This design comes from an exercise in tuning for small area, a short achievable clock period and few clock cycles per item on the open sky130 flow, not from production work. Only simulation tests tie the RTL to the original design; equivalence was not proved. Power figures rest on the tool's default switching activity, not on a simulated workload.

**design/flow/coefficients.hex**
```
0000
0000
ffff
fffd
fffb
fff8
fff4
fff0
ffeb
ffe5
ffdf
ffd7
ffcf
ffc7
ffbd
ffb3
ffa8
ff9c
ff90
ff82
ff74
ff66
ff56
ff46
ff34
ff22
ff10
fefc
fee8
fed3
febd
fea7
fe8f
fe77
fe5f
fe45
fe2b
fe10
fdf4
fdd8
fdbb
fd9d
fd7f
fd60
fd40
fd20
fd00
fcde
fcbc
fc9a
fc77
fc53
fc30
fc0b
fbe6
fbc1
fb9c
fb76
fb4f
fb29
fb02
fadb
fab3
fa8c
fa64
fa3c
fa14
f9ec
f9c4
f99c
f974
f94c
f924
f8fd
f8d5
f8ae
f887
f860
f839
f813
f7ed
f7c8
f7a3
f77f
f75b
f738
f716
f6f4
f6d3
f6b3
f693
f675
f657
f63b
f61f
f604
f5eb
f5d2
f5bb
f5a5
f590
f57d
f56b
f55a
f54b
f53d
f531
f527
f51e
f516
f511
f50d
f50b
f50b
f50d
f511
f517
f51f
f528
f535
f543
f553
f566
f57b
f592
f5ac
f5c8
f5e6
f607
f62b
f651
f67a
f6a5
f6d3
f704
f737
f76d
f7a6
f7e2
f820
f862
f8a6
f8ee
f938
f985
f9d6
fa29
fa7f
fad9
fb35
fb95
fbf8
fc5e
fcc7
fd33
fda3
fe15
fe8b
ff04
ff81
0000
0083
0109
0192
021e
02ae
0341
03d7
0470
050d
05ad
064f
06f6
079f
084b
08fb
09ae
0a64
0b1c
0bd8
0c98
0d5a
0e1f
0ee7
0fb2
1080
1150
1224
12fa
13d4
14b0
158e
1670
1754
183a
1923
1a0f
1afd
1bed
1ce0
1dd5
1ecc
1fc6
20c1
21bf
22bf
23c0
24c4
25c9
26d1
27da
28e4
29f0
2afe
2c0d
2d1e
2e30
2f43
3057
316d
3283
339b
34b3
35cc
36e6
3800
391c
3a37
3b53
3c70
3d8c
3ea9
3fc6
40e3
4200
431c
4439
4555
4671
478c
48a7
49c1
4ada
4bf2
4d0a
4e21
4f36
504a
515d
526f
537f
548e
559b
56a7
57b0
58b8
59be
5ac2
5bc4
5cc4
5dc1
5ebc
5fb4
60ab
619e
628f
637d
6468
6550
6636
6718
67f7
68d3
69ab
6a81
6b52
6c21
6ceb
6db3
6e76
6f36
6ff1
70a9
715d
720d
72b9
7360
7404
74a3
753e
75d5
7667
76f4
777d
7802
7882
78fd
7974
79e6
7a53
7abb
7b1e
7b7d
7bd6
7c2b
7c7b
7cc5
7d0b
7d4c
7d87
7dbd
7def
7e1b
7e42
7e64
7e80
7e98
7eaa
7eb7
7ebf
7ec1
```
**design/flow/run.sh**
```bash
#!/bin/bash
# synth_recipe.tcl (not shown) runs the flow's synth.tcl, then flattens the netlist and writes it again
# the make line also repeats each setting of config.mk as NAME=value (left out here)
make -C /OpenROAD-flow-scripts/flow DESIGN_CONFIG=/design/flow/config.mk WORK_HOME=/design/flow/orfs CLKGATE_MAP_FILE= SYNTH_SCRIPT=/design/flow/synth_recipe.tcl finish
```
**design/flow/config.mk**
```make
export PLATFORM = sky130hd
export DESIGN_NAME = filter
export DESIGN_NICKNAME = filter
export VERILOG_FILES = /design/flow/design.v
export SDC_FILE = /design/flow/constraint.sdc
export NUM_CORES = 4
export LEC_CHECK = 0
export CAP_MARGIN = 20
export CORE_MARGIN = 2
export CORE_UTILIZATION = 40
export SLEW_MARGIN = 20
export SYNTH_MEMORY_MAX_BITS = 16384
```
**design/flow/constraint.sdc**
```tcl
create_clock -name core_clock -period 11.0 [get_ports {clk}]
set_input_delay 2.2000 -clock core_clock [delete_from_list [all_inputs] [get_ports {clk}]]
set_output_delay 2.2000 -clock core_clock [all_outputs]
set_load 0.01 [all_outputs]
```
**design/flow/design.v**
```verilog
`timescale 1ns / 1ps
module filter
	#(parameter DWIDTH = 16,
		parameter DDWIDTH = 2*DWIDTH,
		parameter L = 160,
		parameter L_LOG = 8,
		parameter M = 147,
		parameter M_LOG = 8,
		parameter CWIDTH = 4*L)
	(input clk,
		input rst,
		output req_in,
		input ack_in,
		input [0:DWIDTH-1] data_in,
		output req_out,
		input ack_out,
		output [0:DWIDTH-1] data_out);
	reg req_out_buf;
	assign req_out = req_out_buf;
	reg req_in_buf;
	assign req_in = req_in_buf;
	reg [0:L_LOG-1] l;
	reg signed [0:DWIDTH-1] in [0:3];
	reg signed [0:DWIDTH-1] h [0:2*L];
	reg signed [0:DDWIDTH-1] partial1;
	reg signed [0:DDWIDTH-1] partial2;
	reg signed [0:DDWIDTH-1] partial3;
	reg signed [0:DDWIDTH-1] partial4;
	reg signed [0:DDWIDTH-1] sum;
	assign data_out = sum >> 15;
	initial
	begin
		$readmemh("coefficients.hex", h);
	end
	always @(posedge clk)
	begin
		if (rst)
		begin
			req_in_buf <= 0;
			req_out_buf <= 0;
			sum <= 0;
			l <= 0;
			in[0] <= 0;
			in[1] <= 0;
			in[2] <= 0;
			in[3] <= 0;
			partial1 <= 0;
			partial2 <= 0;
			partial3 <= 0;
			partial4 <= 0;
		end
		else
		begin
			if (req_in && ack_in)
			begin
				in[0] <= data_in;
				in[1] <= in[0];
				in[2] <= in[1];
				in[3] <= in[2];
				req_in_buf <= 0;
			end
			if (req_out && ack_out)
			begin
				req_out_buf <= 0;
			end
			if (!req_in && !req_out && !ack_in && !ack_out)
			begin
				if( l < L - M )
				begin
					l <= l + M;
				end
				else
				begin
					l <= l - (L - M);
					req_in_buf <= 1;
				end
				req_out_buf <= 1;
				partial1 <= in[0] * h[l];       
				partial2 <= in[1] * h[l+L];     
				partial3 <= in[2] * h[L*2-l];   
				partial4 <= in[3] * h[L-l];     
				sum <= partial1 + partial2 + partial3 + partial4;
			end
		end
	end
endmodule
```
==> impl_metrics.csv <==
group,metric,value,unit
finish,multi_input_area,0.0528,mm²
yosys,syn_inst,7977,
finish,drive_gt1_share,5.55,%
finish,final_cell_mix,"inv_1, nand2_1, fa_1",
sta,finalSetupViolCount,0,
yosys,synth_nets,9484,
yosys,async_reset_ff_share,0,%
pwr,powerDensity,93.9,mW/mm²
clock_tree,tritoncts,"built",
critical_path,crit_path_max_incr_delay,720,ps
die,die_w,405,µm
die,core_area,0.160,mm²
sta,hold_violations,0,
die,rows,147,
critical_path,worst-path-buf-inv,7,
finish,final_common_cell,"inv_1",
yosys,syn_area_per_cell,8.06,µm²
place,dp.cells,9737,
finish,layout.cells.non_filler,9802,
sta,grt_setup_unrepaired,"false",
sta,fin_skew,24.4,ps
critical_path,required,11450,ps
critical_path,crit_top_cell,"fa_1",
place,port_buffers,37,
yosys,netlist_area,0.0643,mm²
die,die-height,405,µm
drt,drtIter0Drc,6296,
place,hpwlAfterDp,188,mm
clock_tree,clk_pin_slew,60,ps
critical_path,worst_path_max_delay_cell,"ha_1",
yosys,synth_flop_cell,"dfxtp_1",
worst_hold_path,min_path_type,"reg2reg",
finish,nets,9194,
place,gp_congestion,1.01,
yosys,yosysSeqAreaShare,7.16,%
finish,regArea,0.00462,mm²
clock_tree,cts_sinks,230,
sta,period_needed,10440,ps
die,io_pins,38,
clock_tree,clk_latency,590,ps
critical_path,worstSetupPathType,"reg2reg",
drt,drc_errors,0,
yosys,synth-seq-cells,230,
pwr,ir_drop,82.3,µV
yosys,synth_warnings,2,
grt,grt_start_max_net_pins,127,
critical_path,critPathTopFamily,"adder cells",
clock_tree,cts-root-buf,"clkbuf_16",
sta,tightestPinTransition,1190,ps
critical_path,cp_max_fo,37,
die,initial_core_util,40.2,%
yosys,synth_edf_count,0,
critical_path,worst_setup_path_end_kind,"flop",
die,dieArea,0.164,mm²
sta,fin_setup_tns,0,ps
sta,worst_slew_margin_rel,20.2,%
critical_path,arrival,10890,ps
drt,ant_nets,0,
grt,grt_overflow,0,
grt,grt_usage,30.3,%
outcome,outcome,"complete, no violations",
sta,fmax,0.0958,GHz
sta,period_share,94.9,%
critical_path,worstSetupStartpointType,"flop",
clock_tree,cts_buffers,34,
grt,antenna_found_initial,9,
drt,wl_per_cell,25.1,µm
drt,drt-total-wl,246,mm
drt,viasPerCell,5.94,
sta,slew_viol_final,0,
yosys,ys_types,101,
drt,vias,58200,
drt,firstDrtPassIters,9,
pwr,power_leakage,30.5,nW
grt,grt_pass1_vias,59900,
clock_tree,cts_buffer_depth,3,
clock_tree,ctsHoldBuffers,0,
finish,area_growth,5.76,%
grt,grt_pass1_wl,379,mm
clock_tree,h-tree-depth,2,
finish,fill_cells,16200,
job,cap_violations,0,
-- cell families after synthesis --
group,share of synthesized area (%)
compound gates,17.2
xor+xnor,2.65
fa+ha+maj,41.7
buf+inv,11.0
flops,7.16
mux,2.32
simple gates,17.9
-- cell type report --
| class | count | area share [%] |
|---|---|---|
| diodes | 3 | 0.0110 |
| clock buffers | 44 | 1.43 |
| clock inverters | 18 | 0.355 |
| inverters | 1242 | 6.86 |
| multi-input cells | 5936 | 77.6 |
| flip-flops and latches | 230 | 6.80 |
| well taps | 2086 | 3.84 |
| repair buffers | 243 | 3.10 |
-- cells in the mapped netlist (106+ instances only) --
library cell | n | share of area [%]
nor2b_1 | 148 | 1.4
xnor2_1 | 124 | 1.7
o21ai_0 | 341 | 2.7
nor2_1 | 368 | 2.1
clkbuf_1 | 357 | 2.1
nand2_1 | 1111 | 6.5
buf_2 | 140 | 1.1
inv_1 | 1233 | 7.2
nand3_1 | 111 | 0.86
fa_1 | 1086 | 34
a21oi_1 | 485 | 3.8
ha_1 | 401 | 7.8
and2_1 | 384 | 3.7
a211oi_1 | 137 | 1.6
dfxtp_1 | 230 | 7.2
o211ai_1 | 106 | 1.2
-- report_power, final --
part | switching [mW] | internal [mW]
clock network | 0.499 | 0.710
registers | 0.174 | 0.882
logic | 2.81 | 1.30
total | 3.49 | 2.90
-- flip-flops by register name, indices dropped and copies added (netlist names), named ones only --
register	flops
partial4	31
partial2	31
l	8
in	64
req_out_buf	1
partial1	31
sum	16
partial3	31
req_in_buf	1
-- worst register-to-register path: cells and delay by family, from the launching register on --
kind,cells,cell delay [ps]
fa+ha+maj,8,3950
compound gates,14,3370
xor+xnor,1,150
flops,1,380
buf+inv,7,1360
simple gates,3,1080
-- layer usage --
metal  part of all wire (%)  vias up  GRT usage (%)
met5                  0.031        -              0
met4                    5.2       12           13.8
met3                    8.1      636           5.29
met2                     46     2662           48.5
met1                     41    29500           40.0
li1                       -    25400              -
-- stage by stage --
step | util, % | total power, mW | setup WS, ps | hold WS [ps] | instance area (µm²)
2_1_floorplan | - | 3.42 | 132 | 432 | 64300
3_3_place_gp | 41.7 | 5.06 | 456 | 440 | 66700
6_report | 42.5 | 6.38 | 563 | 450 | 68000
4_1_cts | 42.5 | 6.28 | 360 | 456 | 68000
5_1_grt | 42.5 | 6.68 | 88.4 | 475 | 68000
3_5_place_dp | 41.7 | 5.05 | 410 | 448 | 66700
-- timing repair --
action | in CTS | in global routing
buffers inserted | 0 | 0
gates resized for setup | 0 | 4
setup endpoints to repair | 0 | 6
-- worst paths after layout --
kind	from	end	slack, ps	cells after the start
worst max-delay path	l[7]$_SDFFE_PP0P_	partial2[23]$_SDFFE_PP0P_	560	33
worst min-delay path	sum[17]$_SDFFE_PP0P_	sum[17]$_SDFFE_PP0P_	450	2
worst max register to register	l[7]$_SDFFE_PP0P_	partial2[23]$_SDFFE_PP0P_	560	33
worst min register to register	sum[17]$_SDFFE_PP0P_	sum[17]$_SDFFE_PP0P_	450	2
Testbench counts, summed over its fixed seeds: cycles 63,992, items 32,000.

## separate check: timing with driven ports
The flow's constraints put no driver on any port. The routed layout listed below was extracted and timed again, unchanged, in two steps.
Step 1: set_driving_cell puts a clkbuf_16 on clk and a buf_2 on each other input, an assumption about the parent block.
Step 2 times the ports against the registers' clock, not the clock port: input delays grow and output delays shrink by t, the midpoint of the rising clock arrivals with the driver on.
Three values: ideal ports, drivers, drivers and shift; two values: the first two.
t (ns): 0.666
setup slack, ns: 0.563 / 0.563 / 0.563
clock arrival spread, ns: 0.027 / 0.026
After both steps this run still meets setup and hold. The setup slack of this run moves by 0.000 ns with the drivers and by 0.000 ns with both steps.
